This is an optimization exercise on Yosys and OpenROAD, whose aim is small area, a short achievable clock period and few clock cycles per item, not a production implementation. At most, simulation tests tie the RTL to the original design; equivalence was not proved. Only the layout flow was run in runs 2 to 4; the RTL was not checked for function there. Power is estimated from default activity; no workload was simulated.

### design/flow/config.mk
export PLATFORM = sky130hd
export DESIGN_NAME = processor
export DESIGN_NICKNAME = processor
export VERILOG_FILES = /design/flow/design.v
export SDC_FILE = /design/flow/constraint.sdc
export NUM_CORES = 4
export LEC_CHECK = 0
export CAP_MARGIN = 20
export CORE_MARGIN = 2
export CORE_UTILIZATION = 40
export SLEW_MARGIN = 20
### design/flow/constraint.sdc
create_clock -name core_clock -period 5.5 [get_ports {clk}]
set_input_delay 1.1000 -clock core_clock [delete_from_list [all_inputs] [get_ports {clk}]]
set_output_delay 1.1000 -clock core_clock [all_outputs]
set_load 0.01 [all_outputs]
### design/flow/design.v
module processor(clk, reset, start_pc, max_pc, output_reg_addr,
                 instr_addr, instr, data_addr, data_in,
                 wb_en, wb_addr, wb_data, halted, OUTPUT_REG);
input clk;
input reset;
input [7:0] start_pc;           
input [7:0] max_pc;             
input [4:0] output_reg_addr;    
output [7:0] instr_addr;        
input [31:0] instr;             
output [4:0] data_addr;         
input [7:0] data_in;            
output reg wb_en;               
output reg [4:0] wb_addr;       
output reg [7:0] wb_data;       
output reg halted;              
output [7:0] OUTPUT_REG;        
reg [7:0] reg_file [0:31];  
integer index;
reg [2:0] fsm_state;  
reg [7:0] PC ;  
reg [4:0] source_1;  
reg [4:0] source_2;  
reg [7:0] srcval_1;  
reg [7:0] srcval_2; 
reg [4:0] designation;  
reg [7:0] desg_val;  
reg writes;  
reg [5:0] opcode;
reg [5:0] func_code;
reg [15:0] immediate;
reg [31:0] curr_instr;
reg [25:0] target;
reg [4:0] load_val;  
assign instr_addr = PC;
assign data_addr = load_val;
assign OUTPUT_REG = reg_file[output_reg_addr];
always @ ( posedge clk ) begin
  if (reset) begin
      for(index = 0; index < 32; index = index + 1)
        reg_file[index] <= 8'd0;
      PC <= start_pc;
      fsm_state <= 3'b000;
      halted <= 1'b0;
      wb_en <= 1'b0;
      writes <= 1'b0;
      load_val <= 5'd0;
  end else begin
    wb_en <= 1'b0;
    case(fsm_state)
      3'b000: begin
          curr_instr <= instr;
          fsm_state <= 3'b001;
      end
      3'b001: begin
          opcode <= curr_instr[31:26];
          if (curr_instr[31:26]== 6'b000000) begin
             source_1 <= curr_instr[25:21];  
             source_2 <= curr_instr[20:16];  
             designation <= curr_instr[15:11];  
             func_code <= curr_instr [5:0];
          end
          else if (curr_instr[31:26]== 6'b000011) begin
             target <= curr_instr[25:0];
          end
          else begin
             source_1 <= curr_instr[25:21];  
             source_2 <= curr_instr[20:16];  
             designation <= curr_instr[20:16];  
             immediate <= curr_instr [15:0];
          end
          fsm_state <= 3'b010;
      end
      3'b010: begin
          srcval_1 <= reg_file[source_1];
          srcval_2 <= reg_file[source_2];
          fsm_state <= 3'b011;
      end
      3'b011: begin
          writes <= 1'b0;
          if (opcode == 6'b000000) begin
              case (func_code)
                  6'b100001: begin
                      desg_val <= srcval_1 + srcval_2;
                      writes <= 1'b1;
                      PC <= PC + 8'd1;
                  end
                  6'b101010: begin
                      desg_val <= ($signed(srcval_1) < $signed(srcval_2)) ? 8'd1 : 8'd0;
                      writes <= 1'b1;
                      PC <= PC + 8'd1;
                  end
                  6'b001000: begin
                      PC <= srcval_1;
                  end
                  default: ;
              endcase
          end
          else if (opcode == 6'b001001) begin
              desg_val <= srcval_1 + immediate[7:0];
              writes <= 1'b1;
              PC <= PC + 8'd1;
          end
          else if (opcode == 6'b000100) begin
              PC <= (srcval_1 == srcval_2) ? PC + immediate[7:0] : PC + 8'd1;
          end
          else if (opcode == 6'b000101) begin
              PC <= (srcval_1 != srcval_2) ? PC + immediate[7:0] : PC + 8'd1;
          end
          else if (opcode == 6'b000011) begin
              PC <= target[7:0];
              reg_file[31] <= PC + 8'd1;
              wb_en <= 1'b1;
              wb_addr <= 5'd31;
              wb_data <= PC + 8'd1;
          end
          else if (opcode == 6'b100011) begin
              load_val <= srcval_1[4:0] + immediate[4:0];
              writes <= 1'b1;
              PC <= PC + 8'd1;
          end
          fsm_state <= 3'b100;
      end
      3'b100: begin
          if (opcode == 6'b100011)
              desg_val <= data_in;
          fsm_state <= 3'b101;
      end
      3'b101: begin
          if (writes && designation != 5'b00000) begin
              reg_file[designation] <= desg_val;
              wb_en <= 1'b1;
              wb_addr <= designation;
              wb_data <= desg_val;
          end
          if (PC < max_pc) fsm_state <= 3'b000;
          else begin
              fsm_state <= 3'b110;
              halted <= 1'b1;
          end
      end
      default: begin
          fsm_state <= 3'b110;
      end
    endcase
  end
end
endmodule
### design/flow/run.sh
#!/bin/bash
# synth_recipe.tcl (not shown) runs the flow's synth.tcl, then flattens the netlist and writes it again
# the make line also repeats each setting of config.mk as NAME=value (left out here)
make -C /OpenROAD-flow-scripts/flow DESIGN_CONFIG=/design/flow/config.mk WORK_HOME=/design/flow/orfs CLKGATE_MAP_FILE= SYNTH_SCRIPT=/design/flow/synth_recipe.tcl finish
==> metrics.md, run 1 <==
| Metric | Value |
|---|---|
| Die W | `240.1 µm` |
| Detailed router's first-iteration violation count | `~1.5k` |
| Post-CTS Setup Inserts | `0` |
| Synth Area in Adders | `2.347%` |
| Drt wl/cell | `roughly 28 µm` |
| Vias in the first global route | `13.54k` |
| DPL Wire Length | `47350 µm` |
| Htree depth | `2` |
| Largest net degree at the start of global routing | `68` |
| DIE AREA | `57620 µm²` |
| Core ar. | `55090 µm²` |
| Wirelength, routed | `66290 µm` |
| Vias | `14.15k` |
| Register area share after synthesis | `51.24%` |
| Warnings, synthesis | `1` |
| IO Pins | `99` |
| Tightest Pin Transition | `1.039 ns` |
| Initial core utilization | `40.45%` |
| EDFF count, synth | `373` |
| Vias per cell | `6.044` |
| Post-CTS sizing | `0` |
| Area delta synth->final | `13.80%` |
| Row count | `86` |
| 1st-pass router iterations | `5` |
| CTS root buffer | `clkbuf_16` |
| Clk latency of the worst-skew pair | `0.59 ns` |
| CTS Buf Count | `42` |
| FF+latch count, synth | `384` |
| Diodes inserted | `0` |
| Synth Area in Compound Gates | `around 4.3%` |
| Worst Setup Start Kind | `input port` |
| Max-cap check violation count | `0` |
| Setup_tns | `0 ns` |
| Cell area after synthesis | `~22000 µm²` |
| Ys async rst share | `0%` |
| Headroom to the max-slew limit | `30.38%` |
| Hold buffer count at cts | `0` |
| Worst EP required | `4.40 ns` |
| Crit path max fanout | `12` |
| Distinct cell type count after synthesis | `between 60 and 70` |
| Clock Tree Buf Depth | `3` |
| Post-route ant nets | `0` |
| Hold_ws | `0.4161 ns` |
| Gpl congestion | `0.8751` |
| Top cells by area, synth | `edfxtp_1, mux4_2, and2_1` |
| Final slew viol count | `0` |
| Gr usage total | `between 20% and 30%` |
| Initial antenna violation count | `2` |
| Crit. End Element | `output pin` |
| Yosys top cell area share | `around half` |
| Clock Sinks | `384` |
| Min-Delay Path Class | `reg2reg` |
| Setup Skew | `approximately 0.022 ns` |
| Post-synthesis xor/xnor area fraction | `less than 1%` |
| Hold Vio Cnt, Final | `0` |
| # setup viols final | `0` |
| Remaining DRCs | `0` |
| RSZ-0062 raised after global routing | `no` |
| Layout cell share with drive strength beyond 1 | `roughly 26%` |
| Mux cell area share after synthesis | `26.31%` |
| Peak supply drop | `0.0001581 V` |
| Post-synth top area cell | `edfxtp_1` |
| Setup Crit Path Kind | `in2out` |
| Synthesized instance count | `1486` |
| Simple-Gate Fraction of Synth Area | `12.20%` |
| Worst-path clk slew | `0.06 ns` |
| First-pass GRT wire length | `95320 µm` |
| CTS tree | `done` |
| Buffers on Ports | `95` |
| Pwr Density | `278.6 nW/µm²` |
| CP Data Arrival Time | `3.65 ns` |
| # nets final | `1666` |
| Max Freq | `about 210 MHz` |
| Synth Flop Type | `edfxtp_1` |
| DIE HEIGHT | `240.1 µm` |
| Leakage | `0.008790 µW` |
| Crit share post-route | `between 80% and 90%` |
| Clock period minus worst slack | `between 4 and 5 ns` |
| Syn Area/Cell | `between 10 and 15 µm²` |
| Gr ovfl total | `0` |
| Status | `timing/DRC/antenna clean` |
| Largest family of logic cells by synthesized area | `multiplexers` |
-- placed cells by master (no fill, tap or decap), drive strengths merged, types with 10 or more instances in the layout --
| cell | n |
|---|---|
| edfxtp | 373 |
| and2 | 244 |
| mux4 | 240 |
| clkdlybuf4s50 | 92 |
| nor2 | 89 |
| clkbuf | 50 |
| or2 | 39 |
| ha | 37 |
| a21oi | 36 |
| inv | 36 |
| mux2 | 35 |
| buf | 35 |
| nand2 | 29 |
| o21ai | 29 |
| clkinv | 20 |
| nand3 | 16 |
| xnor2 | 12 |
| dfxtp | 11 |
| nor3 | 11 |
| xor2 | 10 |
-- final timing paths --
path | start | endpoint | slack (ns) | cells past startpoint
worst max-delay path | output_reg_addr[0] | OUTPUT_REG[5] | 0.75 | 6
worst min-delay path | curr_instr[22] | source_1[1] | 0.42 | 0
worst max register to register | fsm_state[2] | reg_file[31][6] | 1.56 | 5
worst min register to register | curr_instr[22] | source_1[1] | 0.42 | 0
-- kinds of logic after synthesis --
group,Yosys count
buf+inv,136
xor+xnor,22
compound gates,143
simple gates,479
flops,384
other cells,1
mux,281
fa+ha+maj,40
-- Yosys cell counts (all sizes together) (6+ instances only) --
master	count
nand3	16
o31ai	6
xor2	10
clkbuf	49
a221oi	7
mux2i	6
dfxtp	11
mux2	35
nor3	11
nor2b	8
a21o	7
nand2	29
a21oi	36
inv	35
nand2b	7
buf	52
nand3b	7
o21ai	29
ha	37
a22o	8
and2	244
mux4	240
edfxtp	373
xnor2	12
or2	39
nor2	89
a211oi	6
-- layer usage --
layer | GRT usage, % | vias up | share of wire [%]
li1 | - | 6014 | -
met1 | 35.04 | 7298 | 43
met2 | 33.46 | 748 | 43
met3 | 5.867 | 92 | 11
met4 | 6.399 | 2 | 2.4
met5 | 0 | - | 0.014
-- registers in the layout (all words and copies together), names as in the netlist, 5 cells and up --
name         flops
reg_file       256
curr_instr      29
PC               8
desg_val         8
immediate        8
srcval_1         8
srcval_2         8
target           8
wb_data          8
func_code        6
opcode           6
designation      5
load_val         5
source_1         5
source_2         5
wb_addr          5
-- critical path: stages --
cell and delay (ns):
buf_4 0.28, buf_4 0.32, mux4_2 0.58, mux4_2 0.54
mux2_2 0.32, clkdlybuf4s50_1 0.48
-- where the power goes --
group          switching [µW]  internal [µW]  total (µW)
logic                     422            426         848
registers                 123           3330        3460
clock network            1210           1560        2760
-- metrics by stage --
step	setup WS [ns]	util, %	total power [µW]	instance area, µm²	cells
global route	0.7227	46.04	7271	25360	2342
CTS	0.7568	46.04	7096	25360	2342
global placement	0.7617	43.63	4341	24040	2267
floorplan	0.5483	-	4012	22310	1493
detailed placement	0.7583	43.63	4350	24040	2267
finish	0.7476	46.04	7066	25360	2342
-- area by class of cell --
type	instances	area, µm²
multi-input cells	973	10300
clock inverters	25	242.7
flip-flops and latches	384	11420
clock buffers	50	1081
repair buffers	127	1254
fillers	4843	29730
inverters	35	131.4
well taps	748	935.9
Testbench counts, summed over its fixed seeds: cycles 49,152, instructions 8,192.
==> inputs of run 2 (changes only) <==
==> design/flow/design.v (replaced) <==
module processor(clk, reset, start_pc, max_pc, output_reg_addr,
                 instr_addr, instr, data_addr, data_in,
                 wb_en, wb_addr, wb_data, halted, OUTPUT_REG);
input clk;
input reset;
input [7:0] start_pc;
input [7:0] max_pc;
input [4:0] output_reg_addr;
output [7:0] instr_addr;
input [31:0] instr;
output [4:0] data_addr;
input [7:0] data_in;
output wb_en;
output [4:0] wb_addr;
output [7:0] wb_data;
output reg halted;
output [7:0] OUTPUT_REG;
reg [7:0] rf [1:31];    
reg [7:0] PC;
reg       stop;         
reg       w_valid;      
reg       w_lw;         
reg [4:0] w_rd;
reg [7:0] w_val;
reg [4:0] daddr;        
integer i;
assign instr_addr = PC;
assign data_addr  = daddr;
wire [7:0] w_data = w_lw ? data_in : w_val;
assign wb_en   = w_valid;
assign wb_addr = w_rd;
assign wb_data = w_data;
wire [5:0] op  = instr[31:26];
wire [4:0] rs  = instr[25:21];
wire [4:0] rt  = instr[20:16];
wire [4:0] rd  = instr[15:11];
wire [5:0] fn  = instr[5:0];
wire [7:0] imm = instr[7:0];
wire [4:0] rb = halted ? output_reg_addr : rt;
reg  [7:0] ra_val;
reg  [7:0] rb_val;
always @(*) begin
  ra_val = 8'd0;
  rb_val = 8'd0;
  for (i = 1; i < 32; i = i + 1) begin
    ra_val = ra_val | ({8{rs == i}} & rf[i]);
    rb_val = rb_val | ({8{rb == i}} & rf[i]);
  end
end
assign OUTPUT_REG = rb_val;
wire [7:0] va = (w_valid && w_rd == rs) ? w_data : ra_val;
wire [7:0] vb = (w_valid && w_rd == rt) ? w_data : rb_val;
wire is_r     = (op == 6'h00);
wire is_addu  = is_r & (fn == 6'h21);
wire is_slt   = is_r & (fn == 6'h2a);
wire is_jr    = is_r & (fn == 6'h08);
wire is_addiu = (op == 6'h09);
wire is_beq   = (op == 6'h04);
wire is_bne   = (op == 6'h05);
wire is_jal   = (op == 6'h03);
wire is_lw    = (op == 6'h23);
wire [7:0] pc1   = PC + 8'd1;
wire [7:0] pcimm = PC + imm;
wire       eq    = (va == vb);
wire       taken = (is_beq & eq) | (is_bne & ~eq);
wire [7:0] next_pc = is_jal ? imm :
                     is_jr  ? va :
                     taken  ? pcimm : pc1;
wire ge_pc1 = (pc1 >= max_pc);
wire ge_imm = (imm >= max_pc);
wire ge_va  = (va >= max_pc);
wire ge_br  = (pcimm >= max_pc);
wire halt_next = is_jal ? ge_imm :
                 is_jr  ? ge_va :
                 taken  ? ge_br : ge_pc1;
wire [7:0] sum = va + (is_addiu ? imm : vb);
wire       lt  = $signed(va) < $signed(vb);
wire [7:0] res = is_jal ? pc1 :
                 is_slt ? {7'd0, lt} : sum;
wire [4:0] wa  = is_jal ? 5'd31 : is_r ? rd : rt;
wire       wr  = (is_addu | is_slt | is_addiu | is_lw | is_jal) & (wa != 5'd0);
wire [7:0] rf_d = w_data & {8{~reset}};
always @(posedge clk) begin
  for (i = 1; i < 32; i = i + 1)
    if (reset | (w_valid & (w_rd == i)))
      rf[i] <= rf_d;
end
always @(posedge clk) begin
  w_val <= res;
  w_rd  <= wa;
  w_lw  <= is_lw;
  daddr <= va[4:0] + imm[4:0];
  if (reset) begin
    PC <= start_pc;
    stop <= 1'b0;
    halted <= 1'b0;
    w_valid <= 1'b0;
  end else begin
    halted <= stop;
    w_valid <= ~stop & wr;
    if (!stop) begin
      PC <= next_pc;
      stop <= halt_next;
    end
  end
end
endmodule
==> run 2 against run 1 <==
Sequential power down 7.8%. Non-clock buffer count grew 184. Area after synthesis shrank 30%. The layout now fails its checks (negative setup slack). Wire length rose by 7.1%. Cell count fell by 4.8%. Utilization up 6.0 points. Largest cell class unchanged.
==> metrics.md, run 2 <==
| Metric | Value |
|---|---|
| Yosys top cell area share | `49.12% (-1.1 points)` |
| Critical-path cell list | `clkdlybuf4s50_1, and3b_2, or2_4, buf_4, a32oi_2, nand4_1, a2111oi_1, or4b_4, buf_4, clkdlybuf4s50_1` |
| Headroom to the max-slew limit | `28.75% (-1.6 points)` |
| Min-Delay Path Class | `reg2reg` |
| Final slew viol count | `0 (unchanged)` |
| Pwr Density | `378.5 nW/µm² (+36%)` |
| Clock share of power | `29.7% (-9.4 points)` |
| Seq pwr share | `41.9% (-7.0 points)` |
| Crit path max fanout | `7 (-5)` |
| Most numerous cell in the Yosys netlist | `nand3_1` |
| Area delta synth->final | `28.44%` |
| Clock Tree Buf Depth | `3 (unchanged)` |
| Detailed router's first-iteration violation count | `2788 (+80%)` |
| Final core utilization | `52.02% (+6.0 points)` |
| Biggest regs | `rf: 248 flops, PC: 8 flops, w_val: 8 flops` |
| Wirelength, routed | `71000 µm (+7.1%)` |
| First-pass GRT wire length | `100600 µm (+5.5%)` |
| Top delay family on crit path | `buffers and inverters` |
| Max FFs per register | `248 (-3.1%)` |
| Fin area | `20100 µm² (-21%)` |
| # setup viols final | `1 (+1)` |
| Leakage | `0.007678 µW (-13%)` |
| Register area share after synthesis | `51.93% (+0.69 points)` |
| Vias per cell | `6.726 (+11%)` |
| DPL Wire Length | `49330 µm (+4.2%)` |
| Most frequent cells in the layout | `nand3_1, edfxtp_1, buf_4, clkdlybuf4s50_1` |
| Setup Skew | `0.01880 ns (-0.003561 ns)` |
| Core ar. | `38650 µm² (-30%)` |
| Crit share post-route | `100.1% (+14 points)` |
| Drt wl/cell | `31.85 µm (+13%)` |
| Peak supply drop | `0.0002764 V (+75%)` |
| Clock period minus worst slack | `5.505 ns (+0.7522 ns)` |
| Internal Power | `5134 µW (-3.4%)` |
| Initial core utilization | `40.50% (+0.043 points)` |
| Vias | `14.99k (+5.9%)` |
| Hold Vio Cnt, Final | `0 (unchanged)` |
| Slowest CP cell | `or4b_4` |
| Diodes inserted | `0 (unchanged)` |
| Status | `failed layout checks` |
| Switch share | `32.54% (+7.7 points)` |
| Gpl congestion | `1.026 (+17%)` |
| CTS tree | `done` |
| Post-place instance area | `18810 µm² (-22%)` |
| Max-cap check violation count | `0 (unchanged)` |
| Place WS | `-0.5593 ns (-1.318 ns)` |
| Post-route worst setup slack | `-0.004638 ns (-0.7522 ns)` |
| Layout cell share with drive strength beyond 1 | `19.99% (-6.0 points)` |
| CTS root buffer | `clkbuf_16` |
| Post-synth top area cell | `edfxtp_1` |
| CP Data Arrival Time | `4.40 ns (+0.75 ns)` |
| Hold_ws | `0.4756 ns (+0.05942 ns)` |
| IO Pins | `99 (unchanged)` |
| Distinct cell type count after synthesis | `80 (+21%)` |
| Setup Crit Path Kind | `in2out` |
| CP max stage delay | `0.56 ns (-0.02 ns)` |
| Final Non-Filler Cells | `2229 (-4.8%)` |
| Commonest non-fill, non-tap cell in the layout | `nand3_1` |
| Row count | `72 (-16%)` |
| Vias in the first global route | `14.27k (+5.3%)` |
| Hold buffer count at cts | `0 (unchanged)` |
| Gr usage total | `34.09% (+11 points)` |
| Largest register by flop count | `rf` |
| Initial antenna violation count | `2 (unchanged)` |
| Synth Flop Type | `edfxtp_1` |
| Tightest Pin Transition | `1.069 ns (+0.03015 ns)` |
| Crit. End Element | `output pin` |
| Layout check failures | `negative setup slack` |
| Cell area after synthesis | `15650 µm² (-30%)` |
| Worst EP required | `4.40 ns (about the same)` |
| DIE HEIGHT | `201.8 µm (-16%)` |
| Buf/Inv on CP | `4 (+1)` |
| Clock Sinks | `278 (-28%)` |
| 1st-pass router iterations | `9 (+4)` |
| Max Freq | `181.7 MHz (-14%)` |
| Clk latency of the worst-skew pair | `0.61 ns (+0.02 ns)` |
| Warnings, synthesis | `2 (+1)` |
| Htree depth | `1 (-1)` |
| Post-route ant nets | `0 (unchanged)` |
| RSZ-0062 raised after global routing | `yes` |
| Combinational fraction of design power | `28.4% (+16 points)` |
| Die W | `201.8 µm (-16%)` |
| # nets final | `1812 (+8.8%)` |
| Worst-path clk slew | `0.06 ns (about the same)` |
| Gr ovfl total | `0 (unchanged)` |
| Switching power | `2476 µW (+41%)` |
| Top cells by area, synth | `edfxtp_1, nand3_1, ha_1` |
| DIE AREA | `40730 µm² (-29%)` |
| Largest net degree at the start of global routing | `50 (-26%)` |
| Buffers on Ports | `95 (unchanged)` |
| Ys async rst share | `0% (unchanged)` |
| DP Cell Count | `2168 (-4.4%)` |
| Synthesized instance count | `1448 (-2.6%)` |
| Remaining DRCs | `0 (unchanged)` |
| Syn Area/Cell | `10.81 µm² (-28%)` |
| EDFF count, synth | `256 (-31%)` |
| FF+latch count, synth | `278 (-28%)` |
| Worst Setup Start Kind | `input port` |
| CTS Buf Count | `31 (-26%)` |
| Synth cell count leaders | `nand3_1, edfxtp_1, clkbuf_1` |
[run 2: final timing paths]
| kind | start | end | slack, ns | cells after the start |
|---|---|---|---|---|
| hold / removal | stop | w_valid | 0.48 | 1 |
| setup reg to reg | halted | w_val[6] | 0.39 | 17 |
| setup / recovery | output_reg_addr[3] | OUTPUT_REG[3] | -0.005 | 10 |
| hold reg to reg | stop | w_valid | 0.48 | 1 |
[run 2: final cells by class]
class	instances	area [µm²]
Clock buffer	32	779.5
Timing Repair Buffer	311	2888
Multi-Input combinational cell	1044	7259
Sequential cell	278	8128
Clock inverter	25	321.6
Tap cell	518	648.1
Inverter	21	78.83
Fill cell	3379	18540
[run 2: metal layers]
metal	routed length, µm	track usage [%]
met5	0	0
met4	4580	17.46
met3	9555	8.981
met2	30450	51.42
met1	26420	45.25
[run 2: logic make-up (layout without fill, tap and decap cells)]
logic type      after synthesis  after routing  share of synthesized area, %
mux                          27             27                         1.799
flops                       278            278                         51.93
buf+inv                     126            389                         3.478
fa+ha+maj                    62             62                         5.100
xor+xnor                     31             31                         1.735
simple gates                614            614                         21.26
compound gates              310            310                         14.69
[run 2: per-stage QoR]
stage	TNS, ns	power (µW)
2_1_floorplan	0	4136
3_3_place_gp	-6.644	5255
3_5_place_dp	-6.801	5278
4_1_cts	0	7523
5_1_grt	-0.3263	7854
6_report	-0.004638	7609
[run 2: what timing repair did]
action                                  in CTS  in global routing
pin swaps                                    1                  3
gates resized for setup                      9                 28
endpoints found under the setup margin       7                 14
buffers inserted                             2                  1
[run 2: worst reg2reg max path: cells and delay by family, from the launching register on]
kind / cells / cell delay [ns]
simple gates: 6 / 1.62
compound gates: 5 / 1.02
mux: 2 / 0.72
fa+ha+maj: 2 / 0.70
flops: 1 / 0.62
buf+inv: 1 / 0.25
xor+xnor: 1 / 0.08
[run 2: power groups by stage]
| stage | Combinational (µW) | Sequential, µW | Clock, µW |
|---|---|---|---|
| finish | 2160 | 3190 | 2260 |
| CTS | 2090 | 3170 | 2260 |
| global route | 2300 | 3210 | 2340 |
| detailed placement | 2070 | 3200 | 0 |
| global placement | 2050 | 3200 | 0 |
| floorplan | 1060 | 3080 | 0 |
==> inputs of run 3 (changes only) <==
--- a/design/flow/config.mk
+++ b/design/flow/config.mk
@@ -10,2 +10,3 @@
 export CORE_UTILIZATION = 40
+export SETUP_SLACK_MARGIN = 1.5
 export SLEW_MARGIN = 20
==> run 3 against run 2 <==
The run now finishes clean. Non-clock buffer count increased by 83. Clock power about the same. Combinational power increased by 13%. Wire length increased by 2.2%. Critical path type unchanged. Highest routed layer is now met5.
==> metrics.md, run 3 <==
| Metric | Value |
|---|---|
| Hold buffer count at cts | `0 (unchanged)` |
| Fillers | `3253 (-3.7%)` |
| Pwr Density | `366.6 nW/µm² (-3.1%)` |
| EDFF count, synth | `256 (unchanged)` |
| Max-cap check violation count | `0 (unchanged)` |
| Top cells by area, synth | `edfxtp_1, nand3_1, ha_1` |
| DIE AREA | `40730 µm² (unchanged)` |
| Clock Tree Buf Depth | `3 (unchanged)` |
| Gr ovfl total | `0 (unchanged)` |
| Synthesized instance count | `1448 (unchanged)` |
| Die W | `201.8 µm (unchanged)` |
| Buffers on Ports | `95 (unchanged)` |
| First-pass GRT wire length | `102800 µm (+2.3%)` |
| Setup Crit Path Kind | `in2out` |
| IO Pins | `99 (unchanged)` |
| Final Power | `7893 µW (+3.7%)` |
| Wirelength, routed | `72570 µm (+2.2%)` |
| Min-Delay Path Class | `reg2reg` |
| CP Data Arrival Time | `3.67 ns (-0.73 ns)` |
| Remaining DRCs | `0 (unchanged)` |
| # setup viols final | `0 (-1)` |
| Post-synth top area cell | `edfxtp_1` |
| Biggest regs | `rf: 248 flops, PC: 8 flops, w_val: 8 flops` |
| Crit share post-route | `86.65% (-13 points)` |
| Worst Setup Start Kind | `input port` |
| Commonest non-fill, non-tap cell in the layout | `nand3_1` |
| DIE HEIGHT | `201.8 µm (unchanged)` |
| Status | `timing/DRC/antenna clean` |
| Initial antenna violation count | `2 (unchanged)` |
| Yosys top cell area share | `49.12% (unchanged)` |
| Top delay family on crit path | `buffers and inverters` |
| Initial core utilization | `40.50% (unchanged)` |
| Vias | `15.31k (+2.1%)` |
| Most frequent cells in the layout | `nand3_1, edfxtp_1, buf_4, clkdlybuf4s50_1, nand4_1` |
| Setup Skew | `0.04804 ns (+0.02924 ns)` |
| Cell area after synthesis | `15650 µm² (unchanged)` |
| DPL Wire Length | `50550 µm (+2.5%)` |
| Headroom to the max-slew limit | `23.27% (-5.5 points)` |
| # nets final | `1894 (+4.5%)` |
| RSZ-0062 raised after global routing | `yes` |
| Final slew viol count | `0 (unchanged)` |
| Layout cell share with drive strength beyond 1 | `29.24% (+9.3 points)` |
| Area occupied by multi-input gates | `7850 µm² (+8.1%)` |
| Setup_tns | `0 ns (+0.004638 ns)` |
| Syn Area/Cell | `10.81 µm² (unchanged)` |
| CTS tree | `done` |
| Area delta synth->final | `37.55%` |
| Gpl congestion | `0.9788 (-4.6%)` |
| Detailed router's first-iteration violation count | `2661 (-4.6%)` |
| FF+latch count, synth | `278 (unchanged)` |
| 1st-pass router iterations | `6 (-3)` |
| Ys async rst share | `0% (unchanged)` |
| Worst-path clk slew | `0.06 ns (about the same)` |
| Critical-path cell list | `buf_8, and3b_2, a2bb2oi_2, buf_6, buf_8, buf_12, a222oi_1, buf_4, nand4_1, or4b_4, buf_4, buf_6, buf_6` |
| Max Freq | `209.8 MHz (+16%)` |
| Synth Flop Type | `edfxtp_1` |
| Synth cell count leaders | `nand3_1, edfxtp_1, clkbuf_1` |
| Register area | `8132 µm² (about the same)` |
| Tightest Pin Transition | `1.151 ns (+0.08225 ns)` |
| Peak supply drop | `0.0002517 V (-8.9%)` |
| Warnings, synthesis | `2 (unchanged)` |
| Distinct cell type count after synthesis | `80 (unchanged)` |
| Diodes inserted | `0 (unchanged)` |
| Final Non-Filler Cells | `2310 (+3.6%)` |
| Vias in the first global route | `14.76k (+3.5%)` |
| Register area share after synthesis | `51.93% (unchanged)` |
| Post-route ant nets | `0 (unchanged)` |
| Gr usage total | `34.90% (+0.81 points)` |
| Drt wl/cell | `31.42 µm (-1.4%)` |
| CTS root buffer | `clkbuf_16` |
| Crit path max fanout | `5 (-2)` |
| Largest register by flop count | `rf` |
| DP Cell Count | `2193 (+1.2%)` |
| Core ar. | `38650 µm² (unchanged)` |
| Leakage | `0.008286 µW (+7.9%)` |
| Max FFs per register | `248 (unchanged)` |
| Clock Sinks | `278 (unchanged)` |
| Most used cell, CP | `buf_6` |
| Buf/Inv on CP | `8 (+4)` |
| Final core utilization | `55.70% (+3.7 points)` |
| Largest net degree at the start of global routing | `58 (+16%)` |
| Row count | `72 (unchanged)` |
| Clock period minus worst slack | `4.766 ns (-0.7389 ns)` |
| Crit. End Element | `output pin` |
| Htree depth | `1 (unchanged)` |
| Most numerous cell in the Yosys netlist | `nand3_1` |
| Clk latency of the worst-skew pair | `0.63 ns (+0.02 ns)` |
| Vias per cell | `6.628 (-1.5%)` |
| CP max stage delay | `0.56 ns (about the same)` |
| Place WS | `-0.4207 ns (+0.1386 ns)` |
| Post-route worst setup slack | `0.7342 ns (+0.7389 ns)` |
| Hold Vio Cnt, Final | `0 (unchanged)` |
| Worst EP required | `4.40 ns (about the same)` |
| Slowest CP cell | `or4b_4` |
| CTS Buf Count | `30 (-3.2%)` |
==> run 3: cell types whose count changed in the layout (fill, tap and decap cells not counted), moves of 8 or more <==
cell             previous run  this run
a22oi_2                     3        15
a22oi_1                    47        35
o21ai_0                    42        34
buf_4                     191       215
clkdlybuf4s50_1            92        72
buf_6                       0        67
==> run 3: kinds of logic after synthesis <==
group	synth area share [%]
AOI/OAI and AO/OA	14.69
xor gates and xnor gates	1.735
adders and majority gates	5.100
buffers and inverters	3.478
DFF	51.93
muxes	1.799
and+or+nand+nor	21.26
==> run 3: what timing repair did <==
| action | 4_1_cts | 5_1_grt |
|---|---|---|
| buffers inserted | 34 | 26 |
| pin swaps | 73 | 60 |
| endpoints found under the setup margin | 26 | 26 |
| gates cloned | 2 | 0 |
| hold endpoints to repair | 0 | 0 |
| gates resized for setup | 214 | 87 |
==> run 3: where the power goes <==
group          switching, µW  internal [µW]  total, µW
Sequential               304           2890       3190
Combinational           1340           1110       2450
Clock                    908           1340       2250
Total                   2550           5340       7890
==> run 3: stage by stage <==
stage                     hold slack, ns  cell area, µm²
final                             0.4924           21530
after global placement            0.4655           19020
after CTS                         0.4863           20900
after detailed placement          0.4644           19020
after global routing              0.4885           21530
after floorplan                   0.3918           15770
==> run 3: final timing paths <==
kind         depth (start not counted)            end       from  slack (ns)
max                                 13  OUTPUT_REG[3]  instr[19]        0.73
min                                  1        w_valid       stop        0.49
max reg2reg                         21       w_val[6]     halted        0.89
min reg2reg                          1        w_valid       stop        0.49
==> run 3: area by class of cell <==
type / instances / share of cell area [%]
flip-flops and latches: 278 / 37.77
repair buffers: 394 / 17.31
well taps: 518 / 3.011
clock inverters: 20 / 1.505
clock buffers: 35 / 3.574
multi-input cells: 1044 / 36.46
inverters: 21 / 0.3662
==> run 3: per-layer routing <==
| metal | part of all wire (%) | vias to the layer above | track usage, % |
|---|---|---|---|
| li1 | - | 6421 | - |
| met1 | 37 | 7377 | 45.46 |
| met2 | 42 | 1219 | 50.88 |
| met3 | 14 | 291 | 11.06 |
| met4 | 7.2 | 2 | 20.43 |
| met5 | 0.018 | - | 1.429 |
==> inputs of run 4 (changes only) <==
--- a/design/flow/config.mk
+++ b/design/flow/config.mk
@@ -10,3 +10,3 @@
 export CORE_UTILIZATION = 40
-export SETUP_SLACK_MARGIN = 1.5
+export SETUP_SLACK_MARGIN = 3
 export SLEW_MARGIN = 20
==> run 4 against run 3 <==
Sequential share of layout area fell by 1.4 points. Register-to-register slack worse by 0.02 ns. Area after synthesis unchanged. Die area unchanged. Utilization increased by 2.4 points. First-iteration DRC count up 9.2%. Clock skew fell by 0.030 ns. Clock power shrank 8%.
==> metrics.md, run 4 <==
| Metric | Value |
|---|---|
| Buf/Inv on CP | `6 (-2)` |
| Leakage | `0.008853 µW (+6.8%)` |
| # setup viols final | `0 (unchanged)` |
| Buffers on Ports | `95 (unchanged)` |
| Headroom to the max-slew limit | `23.31% (+0.040 points)` |
| 1st-pass router iterations | `8 (+2)` |
| Post-route worst setup slack | `0.7585 ns (+0.02431 ns)` |
| CTS tree | `done` |
| Most numerous cell in the Yosys netlist | `nand3_1` |
| FF+latch count, synth | `278 (unchanged)` |
| Post-synthesis xor/xnor area fraction | `1.735% (unchanged)` |
| Mux cell area share after synthesis | `1.799% (unchanged)` |
| Biggest regs | `rf: 248 flops, PC: 8 flops, w_val: 8 flops` |
| Fillers | `3163 (-2.8%)` |
| Area delta synth->final | `43.40%` |
| Ys async rst share | `0% (unchanged)` |
| Synth Area in Compound Gates | `14.69% (unchanged)` |
| Top delay family on crit path | `simple AND/OR/NAND/NOR gates` |
| Most frequent cells in the layout | `nand3_1, edfxtp_1, buf_4, buf_6, nand4_1` |
| Status | `timing/DRC/antenna clean` |
| Simple-Gate Fraction of Synth Area | `21.26% (unchanged)` |
| Place WS | `-0.3315 ns (+0.08927 ns)` |
| Hold Vio Cnt, Final | `0 (unchanged)` |
| Cell area after synthesis | `15650 µm² (unchanged)` |
| Final slew viol count | `0 (unchanged)` |
| Max FFs per register | `248 (unchanged)` |
| Syn Area/Cell | `10.81 µm² (unchanged)` |
| Clock period minus worst slack | `4.741 ns (-0.02431 ns)` |
| Largest register by flop count | `rf` |
| Layout cell share with drive strength beyond 1 | `34.72% (+5.5 points)` |
| Setup_tns | `0 ns (unchanged)` |
| # nets final | `1951 (+3.0%)` |
| Synth cell count leaders | `nand3_1, edfxtp_1, clkbuf_1` |
| Gr ovfl total | `0 (unchanged)` |
| First-pass GRT wire length | `105000 µm (+2.1%)` |
| Clock Sinks | `278 (unchanged)` |
| CP Data Arrival Time | `3.64 ns (-0.03 ns)` |
| Max Freq | `210.9 MHz (+0.51%)` |
| Drt wl/cell | `31.65 µm (+0.75%)` |
| Synthesized instance count | `1448 (unchanged)` |
| Worst EP required | `4.40 ns (about the same)` |
| Max-cap check violation count | `0 (unchanged)` |
| Largest net degree at the start of global routing | `43 (-26%)` |
| Setup Crit Path Kind | `in2out` |
| Slowest CP cell | `or4_4` |
| Post-route ant nets | `0 (unchanged)` |
| Vias per cell | `6.784 (+2.4%)` |
| Commonest non-fill, non-tap cell in the layout | `nand3_1` |
| Core ar. | `38650 µm² (unchanged)` |
| Worst-path clk slew | `0.06 ns (about the same)` |
| Critical-path cell list | `buf_8, and3b_2, or2_1, buf_6, buf_12, buf_4, a32o_1, a221oi_1, nand4_1, or4_4, buf_4, dlygate4sd2_1` |
| DPL Wire Length | `49080 µm (-2.9%)` |
| Vias | `16.07k (+4.9%)` |
| GR Util met2 | `52.96% (+2.1 points)` |
| Crit. End Element | `output pin` |
| Gr usage total | `35.54% (+0.64 points)` |
| EDFF count, synth | `256 (unchanged)` |
| Worst Setup Start Kind | `input port` |
| Yosys top cell area share | `49.12% (unchanged)` |
| Setup Skew | `0.01828 ns (-0.02975 ns)` |
| Htree depth | `1 (unchanged)` |
| Distinct cell type count after synthesis | `80 (unchanged)` |
| Warnings, synthesis | `2 (unchanged)` |
| Vias in the first global route | `15.24k (+3.3%)` |
| Clk latency of the worst-skew pair | `0.62 ns (about the same)` |
| CP max stage delay | `0.47 ns (-0.09 ns)` |
| Detailed router's first-iteration violation count | `2907 (+9.2%)` |
| Most used cell, CP | `buf_4` |
| Peak supply drop | `0.0002571 V (+2.1%)` |
| Initial antenna violation count | `1 (-1)` |
| Tightest Pin Transition | `1.146 ns (-0.004515 ns)` |
| Row count | `72 (unchanged)` |
| Post-synth top area cell | `edfxtp_1` |
| Wirelength, routed | `74950 µm (+3.3%)` |
| DIE AREA | `40730 µm² (unchanged)` |
| Crit path max fanout | `5 (unchanged)` |
| Met1 usage | `45.69% (+0.22 points)` |
| Top cells by area, synth | `edfxtp_1, nand3_1, ha_1` |
| Synth Area in Adders | `5.100% (unchanged)` |
| RSZ-0062 raised after global routing | `yes` |
| CTS root buffer | `clkbuf_16` |
| Gpl congestion | `1.014 (+3.6%)` |
| Min-Delay Path Class | `reg2reg` |
| Synth Flop Type | `edfxtp_1` |
| CTS Buf Count | `31 (+3.3%)` |
| Hold buffer count at cts | `0 (unchanged)` |
| Register area share after synthesis | `51.93% (unchanged)` |
| Pwr Density | `359.1 nW/µm² (-2.1%)` |
| Initial core utilization | `40.50% (unchanged)` |
| Met3 GRT Util | `12.22% (+1.2 points)` |
| Largest family of logic cells by synthesized area | `simple AND/OR/NAND/NOR gates` |
| Crit share post-route | `86.21% (-0.44 points)` |
| Clock Tree Buf Depth | `3 (unchanged)` |
| DIE HEIGHT | `201.8 µm (unchanged)` |
| Remaining DRCs | `0 (unchanged)` |
| Die W | `201.8 µm (unchanged)` |
| IO Pins | `99 (unchanged)` |
| GRT busiest layer | `met2` |
## run 4: changes by cell type in the layout (fill, tap and decap cells not counted), moves of 7 or more
cell / change
dlymetal6s2s_1: +11
clkdlybuf4s50_1: -37
buf_12: +11
buf_4: +20
mux2_4: +7
mux2_2: -7
dfxtp_1: -7
dfxtp_4: +7
clkinv_1: +8
buf_6: +35
and2_1: -7
## run 4: final timing paths
kind             start            end  slack (ns)  cells after the start
max reg2reg     halted          PC[1]        0.87                     22
min               stop        w_valid        0.43                      1
max          instr[18]  OUTPUT_REG[6]        0.76                     12
min reg2reg       stop        w_valid        0.43                      1
## run 4: cells by family after synthesis
logic type / Yosys count
multiplexers: 27
adder cells (fa/ha/maj): 62
buffers and inverters: 126
AND/OR/NAND/NOR: 614
XOR/XNOR: 31
AO/OA/AOI/OAI: 310
flip-flops: 278
## run 4: report_power, final
| part | switching (µW) | total [µW] | leakage, µW | internal [µW] |
|---|---|---|---|---|
| logic | 1490 | 2820 | 0.00556 | 1330 |
| registers | 289 | 3170 | 0.00280 | 2880 |
| clock network | 901 | 2070 | 0.000492 | 1170 |
| total | 2680 | 8060 | 0.00885 | 5380 |
## run 4: through the flow
stage          util, %  area [µm²]  total power [µW]  hold WS (ns)  std cells
2_1_floorplan        -       16130              4210        0.3918       1448
3_3_place_gp     49.18       19010              5317        0.4296       2167
3_5_place_dp     49.18       19010              5346        0.4351       2167
4_1_cts          55.85       21580              7785        0.4333       2322
5_1_grt          58.07       22440              8308        0.4341       2367
6_report         58.07       22440              8060        0.4291       2368
## run 4: cell type report
cell class                      instances  area (µm²)  share of cell area, %
Clock inverter                         24       210.2                 0.9366
Antenna cell                            1       2.502                0.01115
Timing Repair Buffer                  450        4431                  19.74
Inverter                               21       78.83                 0.3512
Tap cell                              518       648.1                  2.888
Multi-Input combinational cell       1044        8137                  36.25
Clock buffer                           32       779.5                  3.473
Sequential cell                       278        8158                  36.35
## run 4: what timing repair did
| action | 4_1_cts | 5_1_grt |
|---|---|---|
| cloned | 4 | 0 |
| pin swaps | 78 | 77 |
| resized for setup | 352 | 138 |
| endpoints found under the setup margin | 443 | 479 |
| setup buffers | 95 | 45 |
## run 4: per-layer routing
metal,vias up,share of wire [%]
li1,6556,-
met2,1508,42
met4,0,6.8
met3,367,15
met5,-,0
met1,7634,36
## run 4: worst reg2reg max path, delay by kind of cell (launching register included)
kind	cells	cell delay, ns
AND/OR/NAND/NOR	8	1.51
buffers and inverters	6	1.08
AO/OA/AOI/OAI	5	0.87
flip-flops	1	0.40
multiplexers	2	0.37
adder cells (fa/ha/maj)	1	0.16
==> inputs of run 5 (changes only) <==
--- a/design/flow/design.v
+++ b/design/flow/design.v
@@ -18,13 +18,20 @@
 reg [7:0] rf [1:31];    
-reg [7:0] PC;
-reg       stop;         
+reg [7:0] pc_seq;       
+reg [7:0] pc_br;        
+reg       pc_sel;       
+reg       first;        
+reg       stopped;      
 reg       w_valid;      
 reg       w_lw;         
+reg       w_slt;        
 reg [4:0] w_rd;
-reg [7:0] w_val;
-reg [4:0] daddr;        
+reg [7:0] w_a;
+reg [7:0] w_b;
 integer i;
+wire [7:0] PC = pc_sel ? pc_br : pc_seq;
 assign instr_addr = PC;
-assign data_addr  = daddr;
-wire [7:0] w_data = w_lw ? data_in : w_val;
+wire [7:0] w_sum  = w_a + w_b;
+wire       w_lt   = $signed(w_a) < $signed(w_b);
+wire [7:0] w_data = w_lw ? data_in : w_slt ? {7'd0, w_lt} : w_sum;
+assign data_addr = w_sum[4:0];
 assign wb_en   = w_valid;
@@ -32,2 +39,3 @@
 assign wb_data = w_data;
+wire squash = stopped | (~first & (PC >= max_pc));
 wire [5:0] op  = instr[31:26];
@@ -62,19 +70,4 @@
 wire [7:0] pc1   = PC + 8'd1;
-wire [7:0] pcimm = PC + imm;
 wire       eq    = (va == vb);
 wire       taken = (is_beq & eq) | (is_bne & ~eq);
-wire [7:0] next_pc = is_jal ? imm :
-                     is_jr  ? va :
-                     taken  ? pcimm : pc1;
-wire ge_pc1 = (pc1 >= max_pc);
-wire ge_imm = (imm >= max_pc);
-wire ge_va  = (va >= max_pc);
-wire ge_br  = (pcimm >= max_pc);
-wire halt_next = is_jal ? ge_imm :
-                 is_jr  ? ge_va :
-                 taken  ? ge_br : ge_pc1;
-wire [7:0] sum = va + (is_addiu ? imm : vb);
-wire       lt  = $signed(va) < $signed(vb);
-wire [7:0] res = is_jal ? pc1 :
-                 is_slt ? {7'd0, lt} : sum;
 wire [4:0] wa  = is_jal ? 5'd31 : is_r ? rd : rt;
@@ -88,18 +81,22 @@
 always @(posedge clk) begin
-  w_val <= res;
+  pc_br <= PC + imm;
+  w_a   <= is_jal ? pc1 : va;
+  w_b   <= is_jal ? 8'd0 : (is_addiu | is_lw) ? imm : vb;
   w_rd  <= wa;
   w_lw  <= is_lw;
-  daddr <= va[4:0] + imm[4:0];
+  w_slt <= is_slt;
   if (reset) begin
-    PC <= start_pc;
-    stop <= 1'b0;
-    halted <= 1'b0;
+    pc_seq  <= start_pc;
+    pc_sel  <= 1'b0;
+    first   <= 1'b1;
+    stopped <= 1'b0;
+    halted  <= 1'b0;
     w_valid <= 1'b0;
   end else begin
-    halted <= stop;
-    w_valid <= ~stop & wr;
-    if (!stop) begin
-      PC <= next_pc;
-      stop <= halt_next;
-    end
+    pc_seq  <= is_jal ? imm : is_jr ? va : pc1;
+    pc_sel  <= taken;
+    first   <= 1'b0;
+    stopped <= squash;
+    halted  <= squash;
+    w_valid <= ~squash & wr;
   end
--- a/design/flow/config.mk
+++ b/design/flow/config.mk
@@ -7,2 +7,3 @@
 export LEC_CHECK = 0
+export ABC_CLOCK_PERIOD_IN_PS = 1500
 export CAP_MARGIN = 20
@@ -10,3 +11,3 @@
 export CORE_UTILIZATION = 40
-export SETUP_SLACK_MARGIN = 3
+export SETUP_SLACK_MARGIN = 1.5
 export SLEW_MARGIN = 20
==> run 5 against run 4 <==
Still clean on timing, DRC and antenna. Wire length grew 12%. Non-clock buffer count shrank 89. Clock skew shrank 0.0088 ns. Sequential power grew 25%. Synthesized cell count shrank 4.7%. Flip-flop and latch count grew 13. Sequential share of layout area grew 3.9 points. Fmax grew 5.4%. Area after synthesis shrank 1.6%. Worst hold slack gained 0.14 ns. Critical endpoint is now OUTPUT_REG[3]. Largest cell class unchanged. Largest power group unchanged.
==> metrics.md, run 5 <==
| Metric | Value |
|---|---|
| Headroom to the max-slew limit | `27.32% (+4.0 points)` |
| CTS Buf Count | `31 (unchanged)` |
| Worst Setup Start Kind | `input port` |
| EDFF count, synth | `248 (-3.1%)` |
| Wirelength, routed | `84230 µm (+12%)` |
| Setup_tns | `0 ns (unchanged)` |
| Gr usage total | `40.93% (+5.4 points)` |
| First-pass GRT wire length | `113900 µm (+8.5%)` |
| Clock Sinks | `291 (+4.7%)` |
| # setup viols final | `0 (unchanged)` |
| CP Launch Point | `output_reg_addr[3]` |
| Min-Delay Path Class | `reg2reg` |
| Tightest Pin Transition | `1.089 ns (-0.05748 ns)` |
| IO Pins | `99 (unchanged)` |
| Buf/Inv on CP | `3 (-3)` |
| RSZ-0062 raised after global routing | `yes` |
| Drt wl/cell | `37.79 µm (+19%)` |
| Area delta synth->final | `34.04%` |
| Most used cell, CP | `buf_6` |
| Most numerous cell in the Yosys netlist | `edfxtp_1` |
| Synth Flop Type | `edfxtp_1` |
| DIE AREA | `40100 µm² (-1.5%)` |
| Peak supply drop | `0.0003145 V (+22%)` |
| Register area | `8313 µm² (+1.9%)` |
| Hold buffer count at cts | `0 (unchanged)` |
| Gr ovfl total | `0 (unchanged)` |
| Top cells by area, synth | `edfxtp_1, dfxtp_1, a22oi_1` |
| CTS tree | `done` |
| Setup Skew | `0.009525 ns (-0.008759 ns)` |
| Initial core utilization | `40.80% (+0.30 points)` |
| Vias in the first global route | `14.40k (-5.5%)` |
| Cell area after synthesis | `15400 µm² (-1.6%)` |
| Max Freq | `222.2 MHz (+5.4%)` |
| Register area share after synthesis | `53.93% (+2.0 points)` |
| Buffers on Ports | `95 (unchanged)` |
| Crit share post-route | `81.81% (-4.4 points)` |
| # nets final | `1788 (-8.4%)` |
| CP Data Arrival Time | `3.40 ns (-0.24 ns)` |
| Ys async rst share | `0% (unchanged)` |
| Commonest non-fill, non-tap cell in the layout | `edfxtp_1` |
| Hold Startpoint | `first` |
| Vias | `15.07k (-6.2%)` |
| Crit path max fanout | `5 (unchanged)` |
| Largest net degree at the start of global routing | `33 (-23%)` |
| Worst reg2reg path startpoint | `stopped` |
| Die W | `200.2 µm (-0.78%)` |
| Synthesized instance count | `1380 (-4.7%)` |
| Distinct cell type count after synthesis | `84 (+5.0%)` |
| Post-route ant nets | `0 (unchanged)` |
| Row count | `71 (-1.4%)` |
| DIE HEIGHT | `200.2 µm (-0.78%)` |
| Post-synth top area cell | `edfxtp_1` |
| Initial antenna violation count | `1 (unchanged)` |
| Slowest CP cell | `or4b_4` |
| Crit. End Element | `output pin` |
| Detailed router's first-iteration violation count | `2584 (-11%)` |
| Status | `timing/DRC/antenna clean` |
| Worst-path clk slew | `0.06 ns (about the same)` |
| Hold Vio Cnt, Final | `0 (unchanged)` |
| Remaining DRCs | `0 (unchanged)` |
| DPL Wire Length | `60910 µm (+24%)` |
| Max-cap check violation count | `0 (unchanged)` |
| Clk latency of the worst-skew pair | `0.61 ns (about the same)` |
| Final slew viol count | `0 (unchanged)` |
| Critical-path cell list | `buf_8, buf_6, and4b_1, or2_4, a222oi_1, a21oi_1, a2111o_1, or4b_4, buf_6` |
| Most frequent cells in the layout | `edfxtp_1, buf_4, a22oi_1, nand2_1, nor2_1` |
| 1st-pass router iterations | `9 (+1)` |
| FF+latch count, synth | `291 (+4.7%)` |
| Leakage | `0.008002 µW (-9.6%)` |
| CP max stage delay | `0.52 ns (+0.05 ns)` |
| Warnings, synthesis | `2 (unchanged)` |
| Htree depth | `1 (unchanged)` |
| Clock Tree Buf Depth | `3 (unchanged)` |
| Fillers | `3279 (+3.7%)` |
| Final core utilization | `54.69% (-3.4 points)` |
| Top delay family on crit path | `simple AND/OR/NAND/NOR gates` |
| Setup Crit Path Kind | `in2out` |
| Syn Area/Cell | `11.16 µm² (+3.3%)` |
| Pwr Density | `432.1 nW/µm² (+20%)` |
| Area occupied by multi-input gates | `7107 µm² (-13%)` |
| Yosys top cell area share | `48.34% (-0.77 points)` |
| Gpl congestion | `1.125 (+11%)` |
| Worst EP required | `4.40 ns (about the same)` |
| Vias per cell | `6.761 (-0.34%)` |
| Largest register by flop count | `rf` |
| Max FFs per register | `248 (unchanged)` |
| Layout cell share with drive strength beyond 1 | `27.37% (-7.3 points)` |
| CTS root buffer | `clkbuf_16` |
| Synth cell count leaders | `edfxtp_1, a22oi_1, nor2_1` |
| Clock period minus worst slack | `4.500 ns (-0.2418 ns)` |
| Core ar. | `37760 µm² (-2.3%)` |
## run 5: changes by cell type after synthesis, moves of 16 or more
cell / delta
nand2_1: +16
nor2_1: +33
ha_1: -28
a21oi_1: +18
nand4_1: -40
dfxtp_1: +21
nand3_1: -229
a22oi_1: +65
nor4_1: -17
inv_1: +29
clkbuf_1: -20
o21ai_0: +36
## run 5: per-stage QoR
| step | total power, µW | setup WS (ns) | hold slack (ns) | area [µm²] | cells |
|---|---|---|---|---|---|
| 6_report | 8923 | 1.000 | 0.5723 | 20650 | 2229 |
| 5_1_grt | 9151 | 0.9643 | 0.6059 | 20650 | 2228 |
| 4_1_cts | 8691 | 0.9953 | 0.5798 | 20140 | 2201 |
| 3_5_place_dp | 6230 | -0.01188 | 0.5791 | 18290 | 2094 |
| 3_3_place_gp | 6232 | -0.02141 | 0.5719 | 18290 | 2094 |
| 2_1_floorplan | 4783 | 1.355 | 0.5202 | 15550 | 1380 |
## run 5: final cells by class
type	count	area share [%]
flip-flops and latches	291	40.26
repair buffers	361	15.88
diodes	1	0.01212
clock inverters	21	1.236
multi-input cells	956	34.42
clock buffers	37	4.175
inverters	51	0.9271
well taps	511	3.096
## run 5: worst paths after layout
check / endpoint / slack [ns] / cells past startpoint
max reg2reg: pc_sel / 1.58 / 15
min reg2reg: stopped / 0.57 / 2
max: OUTPUT_REG[3] / 1.00 / 9
min: stopped / 0.57 / 2
## run 5: logic make-up (layout without fill, tap and decap cells)
| logic type | count (synthesis) | after routing | synth area share [%] |
|---|---|---|---|
| AO/OA/AOI/OAI | 440 | 440 | 20.59 |
| XOR/XNOR | 35 | 35 | 1.990 |
| adder cells (fa/ha/maj) | 33 | 33 | 2.778 |
| buffers and inverters | 133 | 470 | 3.769 |
| flip-flops | 291 | 291 | 53.93 |
| multiplexers | 36 | 36 | 2.477 |
| other | 0 | 1 | 0 |
| AND/OR/NAND/NOR | 412 | 412 | 14.47 |
## run 5: report_power, final
part / leakage, µW / switching (µW) / internal, µW / total, µW
logic: 0.00456 / 1600 / 1090 / 2690
clock network: 0.000546 / 933 / 1360 / 2290
registers: 0.00289 / 576 / 3370 / 3950
## run 5: per-layer routing
metal / routed length, µm / vias up / GRT usage [%]
met1: 30480 / 7343 / 50.81
li1: - / 6113 / -
met2: 35700 / 1283 / 61.10
met4: 6599 / 0 / 26.33
met3: 11440 / 331 / 13.70
met5: 0 / - / 0
## run 5: worst reg2reg max path, delay by kind of cell, from the launching register on
family | cells | cell delay (ns)
AO/OA/AOI/OAI | 4 | 1.15
AND/OR/NAND/NOR | 4 | 0.90
buffers and inverters | 5 | 0.80
flip-flops | 1 | 0.38
multiplexers | 1 | 0.35
XOR/XNOR | 1 | 0.24
## run 5: repair_timing
action,4_1_cts,5_1_grt
pin swaps,41,43
buffers inserted,47,26
cloned,2,1
setup endpoints to repair,21,18
gates resized for setup,184,92
Testbench counts of run 5, summed over its fixed seeds: cycles 8,384, instructions 8,192.
==> inputs of run 6 (changes only) <==
--- a/design/flow/config.mk
+++ b/design/flow/config.mk
@@ -7,3 +7,3 @@
 export LEC_CHECK = 0
-export ABC_CLOCK_PERIOD_IN_PS = 1500
+export ABC_CLOCK_PERIOD_IN_PS = 2500
 export CAP_MARGIN = 20
==> run 6 against run 5 <==
Setup slack stayed put. Final area stayed put. Area after synthesis stayed put. Non-clock buffer count stayed put. Combinational power hardly changed. Critical endpoint unchanged. Worst hold slack stayed put. Still clean. Critical path type unchanged. Die area stayed put. Highest routed layer unchanged.
==> metrics.md, run 6 <==
| Metric | Value |
|---|---|
| Status | `timing/DRC/antenna clean` |
| Yosys top cell area share | `48.34% (unchanged)` |
| Final core utilization | `54.69% (unchanged)` |
| Worst-path clk slew | `0.06 ns (about the same)` |
| Core ar. | `37760 µm² (unchanged)` |
| Fillers | `3279 (unchanged)` |
| Crit path max fanout | `5 (unchanged)` |
| Top sig layer | `met4` |
| 1st-pass router iterations | `9 (unchanged)` |
| Initial core utilization | `40.80% (unchanged)` |
| Setup Skew | `0.009525 ns (unchanged)` |
| Top cells by area, synth | `edfxtp_1, dfxtp_1, a22oi_1` |
| Commonest non-fill, non-tap cell in the layout | `edfxtp_1` |
| Most frequent cells in the layout | `edfxtp_1, buf_4, a22oi_1, nand2_1, nor2_1` |
| Worst Setup Start Kind | `input port` |
| Hold Vio Cnt, Final | `0 (unchanged)` |
| Routed metal-1 wire length | `30480 µm (unchanged)` |
| RSZ-0062 raised after global routing | `yes` |
| Clock Tree Buf Depth | `3 (unchanged)` |
| Clock period minus worst slack | `4.500 ns (unchanged)` |
| DIE HEIGHT | `200.2 µm (unchanged)` |
| Layout cell share with drive strength beyond 1 | `27.37% (unchanged)` |
| Peak supply drop | `0.0003145 V (unchanged)` |
| Wire length on met2 | `35700 µm (unchanged)` |
| Area delta synth->final | `34.04% (unchanged)` |
| Register area share after synthesis | `53.93% (unchanged)` |
| Slowest CP cell | `or4b_4` |
| # setup viols final | `0 (unchanged)` |
| Leakage | `0.008002 µW (unchanged)` |
| Clock Sinks | `291 (unchanged)` |
| Crit. End Element | `output pin` |
| Most numerous cell in the Yosys netlist | `edfxtp_1` |
| Wirelength, routed | `84230 µm (unchanged)` |
| Setup Crit Path Kind | `in2out` |
| Largest register by flop count | `rf` |
| DIE AREA | `40100 µm² (unchanged)` |
| Critical-path cell list | `buf_8, buf_6, and4b_1, or2_4, a222oi_1, a21oi_1, a2111o_1, or4b_4, buf_6` |
| Warnings, synthesis | `2 (unchanged)` |
| # nets final | `1788 (unchanged)` |
| CTS tree | `done` |
| Setup_tns | `0 ns (unchanged)` |
| Initial antenna violation count | `1 (unchanged)` |
| Max-cap check violation count | `0 (unchanged)` |
| Gr ovfl total | `0 (unchanged)` |
| WHS Path Cells | `2 (unchanged)` |
| Worst EP required | `4.40 ns (about the same)` |
| Remaining DRCs | `0 (unchanged)` |
| Detailed router's first-iteration violation count | `2584 (unchanged)` |
| Pwr Density | `432.1 nW/µm² (unchanged)` |
| IO Pins | `99 (unchanged)` |
| Die W | `200.2 µm (unchanged)` |
| Vias per cell | `6.761 (unchanged)` |
| Max Freq | `222.2 MHz (unchanged)` |
| Crit share post-route | `81.81% (unchanged)` |
| Buffers on Ports | `95 (unchanged)` |
| Clk latency of the worst-skew pair | `0.61 ns (about the same)` |
| Row count | `71 (unchanged)` |
| Wire length on met3 | `11440 µm (unchanged)` |
| Tightest Pin Transition | `1.089 ns (unchanged)` |
| Synth cell count leaders | `edfxtp_1, a22oi_1, nor2_1` |
| DPL Wire Length | `60910 µm (unchanged)` |
| EDFF count, synth | `248 (unchanged)` |
| Cell area after synthesis | `15400 µm² (unchanged)` |
| CP Data Arrival Time | `3.40 ns (about the same)` |
| R2r setup slk | `1.58 ns (about the same)` |
| Synth Flop Type | `edfxtp_1` |
| Most used cell, CP | `buf_6` |
| Post-route ant nets | `0 (unchanged)` |
| Ys async rst share | `0% (unchanged)` |
| Synthesized instance count | `1380 (unchanged)` |
| Gr usage total | `40.93% (unchanged)` |
| Max FFs per register | `248 (unchanged)` |
| First-pass GRT wire length | `113900 µm (unchanged)` |
| Final Power | `8923 µW (unchanged)` |
| Post-synth top area cell | `edfxtp_1` |
| Htree depth | `1 (unchanged)` |
| Hold_ws | `0.5723 ns (unchanged)` |
| Syn Area/Cell | `11.16 µm² (unchanged)` |
| CP max stage delay | `0.52 ns (about the same)` |
| CTS root buffer | `clkbuf_16` |
| Min-Delay Path Class | `reg2reg` |
| FF+latch count, synth | `291 (unchanged)` |
| Gpl congestion | `1.125 (unchanged)` |
| Final slew viol count | `0 (unchanged)` |
| Distinct cell type count after synthesis | `84 (unchanged)` |
| Drt wl/cell | `37.79 µm (unchanged)` |
| R2R depth | `15 (unchanged)` |
| Vias in the first global route | `14.40k (unchanged)` |
| Largest net degree at the start of global routing | `33 (unchanged)` |
| Headroom to the max-slew limit | `27.32% (unchanged)` |
| Vias | `15.07k (unchanged)` |
| CTS Buf Count | `31 (unchanged)` |
## run 6: area by class of cell
class	count	area, µm²	share of cell area [%]
diodes	1	2.502	0.01212
clock buffers	37	862.1	4.175
clock inverters	21	255.2	1.236
inverters	51	191.4	0.9271
multi-input cells	956	7107	34.42
flip-flops and latches	291	8313	40.26
well taps	511	639.4	3.096
repair buffers	361	3278	15.88
## run 6: critical path: cells and delay by family
| kind | cells | cell delay, ns |
|---|---|---|
| compound gates | 3 | 0.89 |
| buf+inv | 3 | 0.37 |
| simple gates | 3 | 1.04 |
## run 6: worst paths after layout
| check | startpoint | end |
|---|---|---|
| worst max-delay path | output_reg_addr[3] | OUTPUT_REG[3] |
| worst min-delay path | first | stopped |
| worst max register to register | stopped | pc_sel |
| worst min register to register | first | stopped |
## run 6: logic make-up after synthesis
kind of cell | Yosys count | synth area share, %
and+or+nand+nor | 412 | 14.47
DFF | 291 | 53.93
muxes | 36 | 2.477
xor gates and xnor gates | 35 | 1.990
adders and majority gates | 33 | 2.778
AOI/OAI and AO/OA | 440 | 20.59
buffers and inverters | 133 | 3.769
## run 6: timing repair
item / CTS / global route
buffers inserted: 47 / 26
hold buffers: 0 / 0
resized for setup: 184 / 92
pin swaps: 41 / 43
setup endpoints to repair: 21 / 18
gates cloned: 2 / 1
## run 6: metrics by stage
stage          instances  area (µm²)  setup slack [ns]
4_1_cts             2201       20140            0.9953
3_3_place_gp        2094       18290          -0.02141
5_1_grt             2228       20650            0.9643
3_5_place_dp        2094       18290          -0.01188
2_1_floorplan       1380       15550             1.355
6_report            2229       20650             1.000
## run 6: where the power goes
group	switching, µW	leakage, µW	internal, µW
Clock	933	0.000546	1360
Sequential	576	0.00289	3370
Combinational	1600	0.00456	1090
Total	3110	0.00800	5810
## run 6: metal layers
metal | vias up | track usage, %
li1 | 6113 | -
met1 | 7343 | 50.81
met2 | 1283 | 61.10
met3 | 331 | 13.70
met4 | 0 | 26.33
met5 | - | 0
==> inputs of run 7 (changes only) <==
--- a/design/flow/config.mk
+++ b/design/flow/config.mk
@@ -7,3 +7,2 @@
 export LEC_CHECK = 0
-export ABC_CLOCK_PERIOD_IN_PS = 2500
 export CAP_MARGIN = 20
==> run 7 against run 6 <==
Still clean on timing, DRC and antenna. Critical path depth is the same. Synthesized cell count is the same. Worst hold slack is the same. Largest power group unchanged. Critical path type unchanged. Utilization is the same. First-iteration DRC count is the same. Cell count is the same. Count of clock-buffer cells in the layout is the same. Area after synthesis is the same.
==> metrics.md, run 7 <==
| Metric | Value |
|---|---|
| Tightest Pin Transition | `1.089 ns (unchanged)` |
| Final Power | `8923 µW (unchanged)` |
| Max Freq | `222.2 MHz (unchanged)` |
| Final slew viol count | `0 (unchanged)` |
| CTS root buffer | `clkbuf_16` |
| Min-Delay Path Class | `reg2reg` |
| CTS tree | `done` |
| Largest net degree at the start of global routing | `33 (unchanged)` |
| Clock Sinks | `291 (unchanged)` |
| Clock share of power | `25.7% (about the same)` |
| Fin area | `20650 µm² (unchanged)` |
| Htree depth | `1 (unchanged)` |
| Register area share after synthesis | `53.93% (unchanged)` |
| Final core utilization | `54.69% (unchanged)` |
| Worst-path clk slew | `0.06 ns (about the same)` |
| Warnings, synthesis | `2 (unchanged)` |
| Most numerous cell in the Yosys netlist | `edfxtp_1` |
| Critical-path cell list | `buf_8, buf_6, and4b_1, or2_4, a222oi_1, a21oi_1, a2111o_1, or4b_4, buf_6` |
| Buf/Inv on CP | `3 (unchanged)` |
| Crit. End Element | `output pin` |
| Synthesized instance count | `1380 (unchanged)` |
| DIE AREA | `40100 µm² (unchanged)` |
| First-pass GRT wire length | `113900 µm (unchanged)` |
| Post-synth top area cell | `edfxtp_1` |
| Crit share post-route | `81.81% (unchanged)` |
| Headroom to the max-slew limit | `27.32% (unchanged)` |
| Setup Skew | `0.009525 ns (unchanged)` |
| Worst Setup Start Kind | `input port` |
| 1st-pass router iterations | `9 (unchanged)` |
| Most frequent cells in the layout | `edfxtp_1, buf_4, a22oi_1, nand2_1, nor2_1` |
| Initial antenna violation count | `1 (unchanged)` |
| Combinational fraction of design power | `30.1% (about the same)` |
| Max-cap check violation count | `0 (unchanged)` |
| Internal Power | `5814 µW (unchanged)` |
| Gr ovfl total | `0 (unchanged)` |
| Vias in the first global route | `14.40k (unchanged)` |
| Switch share | `34.84% (unchanged)` |
| Layout cell share with drive strength beyond 1 | `27.37% (unchanged)` |
| Gpl congestion | `1.125 (unchanged)` |
| CP max stage delay | `0.52 ns (about the same)` |
| Post-route ant nets | `0 (unchanged)` |
| # nets final | `1788 (unchanged)` |
| Max FFs per register | `248 (unchanged)` |
| Wirelength, routed | `84230 µm (unchanged)` |
| Top cells by area, synth | `edfxtp_1, dfxtp_1, a22oi_1` |
| Hold Vio Cnt, Final | `0 (unchanged)` |
| Most used cell, CP | `buf_6` |
| Drt wl/cell | `37.79 µm (unchanged)` |
| Synth cell count leaders | `edfxtp_1, a22oi_1, nor2_1` |
| Switching power | `3109 µW (unchanged)` |
| Remaining DRCs | `0 (unchanged)` |
| Row count | `71 (unchanged)` |
| Clock Tree Buf Depth | `3 (unchanged)` |
| Slowest CP cell | `or4b_4` |
| Top delay family on crit path | `simple AND/OR/NAND/NOR gates` |
| Yosys top cell area share | `48.34% (unchanged)` |
| Worst EP required | `4.40 ns (about the same)` |
| # setup viols final | `0 (unchanged)` |
| FF+latch count, synth | `291 (unchanged)` |
| Ys async rst share | `0% (unchanged)` |
| Initial core utilization | `40.80% (unchanged)` |
| Core ar. | `37760 µm² (unchanged)` |
| Commonest non-fill, non-tap cell in the layout | `edfxtp_1` |
| Peak supply drop | `0.0003145 V (unchanged)` |
| Synth Flop Type | `edfxtp_1` |
| Largest register by flop count | `rf` |
| Setup Crit Path Kind | `in2out` |
| Post-route worst setup slack | `1.000 ns (unchanged)` |
| Clk latency of the worst-skew pair | `0.61 ns (about the same)` |
| Distinct cell type count after synthesis | `84 (unchanged)` |
| DPL Wire Length | `60910 µm (unchanged)` |
| Crit path max fanout | `5 (unchanged)` |
| RSZ-0062 raised after global routing | `yes` |
| Buffers on Ports | `95 (unchanged)` |
| Vias per cell | `6.761 (unchanged)` |
| DIE HEIGHT | `200.2 µm (unchanged)` |
| Cell area after synthesis | `15400 µm² (unchanged)` |
| Seq pwr share | `44.2% (about the same)` |
| Leakage | `0.008002 µW (unchanged)` |
| Place WS | `-0.01188 ns (unchanged)` |
| Setup_tns | `0 ns (unchanged)` |
| CTS Buf Count | `31 (unchanged)` |
| EDFF count, synth | `248 (unchanged)` |
| Syn Area/Cell | `11.16 µm² (unchanged)` |
| Clock period minus worst slack | `4.500 ns (unchanged)` |
| Pwr Density | `432.1 nW/µm² (unchanged)` |
| CP Data Arrival Time | `3.40 ns (about the same)` |
| IO Pins | `99 (unchanged)` |
| Gr usage total | `40.93% (unchanged)` |
| Area delta synth->final | `34.04% (unchanged)` |
| Vias | `15.07k (unchanged)` |
| Die W | `200.2 µm (unchanged)` |
| Post-place instance area | `18290 µm² (unchanged)` |
| Detailed router's first-iteration violation count | `2584 (unchanged)` |
| Status | `timing/DRC/antenna clean` |
## run 7: cell counts in the layout (fill, tap and decap cells not counted)
No cell type changed its count.
## run 7: final timing paths
check / startpoint / endpoint / slack (ns) / depth (start not counted)
setup / recovery: output_reg_addr[3] / OUTPUT_REG[3] / 1.00 / 9
hold reg to reg: first / stopped / 0.57 / 2
setup reg to reg: stopped / pc_sel / 1.58 / 15
hold / removal: first / stopped / 0.57 / 2
## run 7: timing repair
action | in CTS | in global routing
buffers inserted | 47 | 26
setup endpoints to repair | 21 | 18
gates cloned | 2 | 1
resized for setup | 184 | 92
hold buffers | 0 | 0
pin swaps | 41 | 43
## run 7: area by class of cell
type | count | area, µm²
fill | 3279 | 17110
sequential | 291 | 8313
multi-input combinational | 956 | 7107
timing repair buffer | 361 | 3278
clock buffer | 37 | 862.1
tap | 511 | 639.4
clock inverter | 21 | 255.2
inverter | 51 | 191.4
antenna | 1 | 2.502
## run 7: cell families (layout without fill, tap and decap cells)
group	Yosys count	after routing	share of synthesized area [%]
AO/OA/AOI/OAI	440	440	20.59
AND/OR/NAND/NOR	412	412	14.47
flip-flops	291	291	53.93
buffers and inverters	133	470	3.769
multiplexers	36	36	2.477
XOR/XNOR	35	35	1.990
adder cells (fa/ha/maj)	33	33	2.778
other	0	1	0
## run 7: worst register-to-register path, stage by stage (launching register included)
cell and delay (ns):
dfxtp_4 0.38, buf_4 0.18, buf_6 0.15, and4b_1 0.19, or2_4 0.28, buf_12 0.16, a22o_4 0.23, a2111oi_4 0.47
o2111ai_2 0.19, buf_4 0.18, buf_4 0.13, o31ai_4 0.26, xor2_1 0.24, nand3_1 0.17, nor3_4 0.26, mux2_1 0.35
## run 7: stage by stage
step	cells	hold WS, ns
4_1_cts	2201	0.5798
3_3_place_gp	2094	0.5719
6_report	2229	0.5723
3_5_place_dp	2094	0.5791
5_1_grt	2228	0.6059
2_1_floorplan	1380	0.5202
## run 7: per-layer routing
layer  vias to the layer above  routed length, µm  GRT usage, %
met5                         -                  0             0
met2                      1283              35700         61.10
met3                       331              11440         13.70
met1                      7343              30480         50.81
li1                       6113                  -             -
met4                         0               6599         26.33
## run 7: power by group through the flow
stage	Clock (µW)	Sequential (µW)	Combinational [µW]
after floorplan	0	3610	1170
after global placement	0	3930	2310
after detailed placement	0	3910	2320
after CTS	2300	3880	2510
after global routing	2400	3950	2800
final	2290	3950	2690

Check on run 7: ideal ports give 1.000 ns setup slack; a clkbuf_16 on the clock port and buf_2 on the inputs give 0.961 ns; moving port delays by the midpoint clock arrival (0.657 ns) as well gives 0.834 ns.
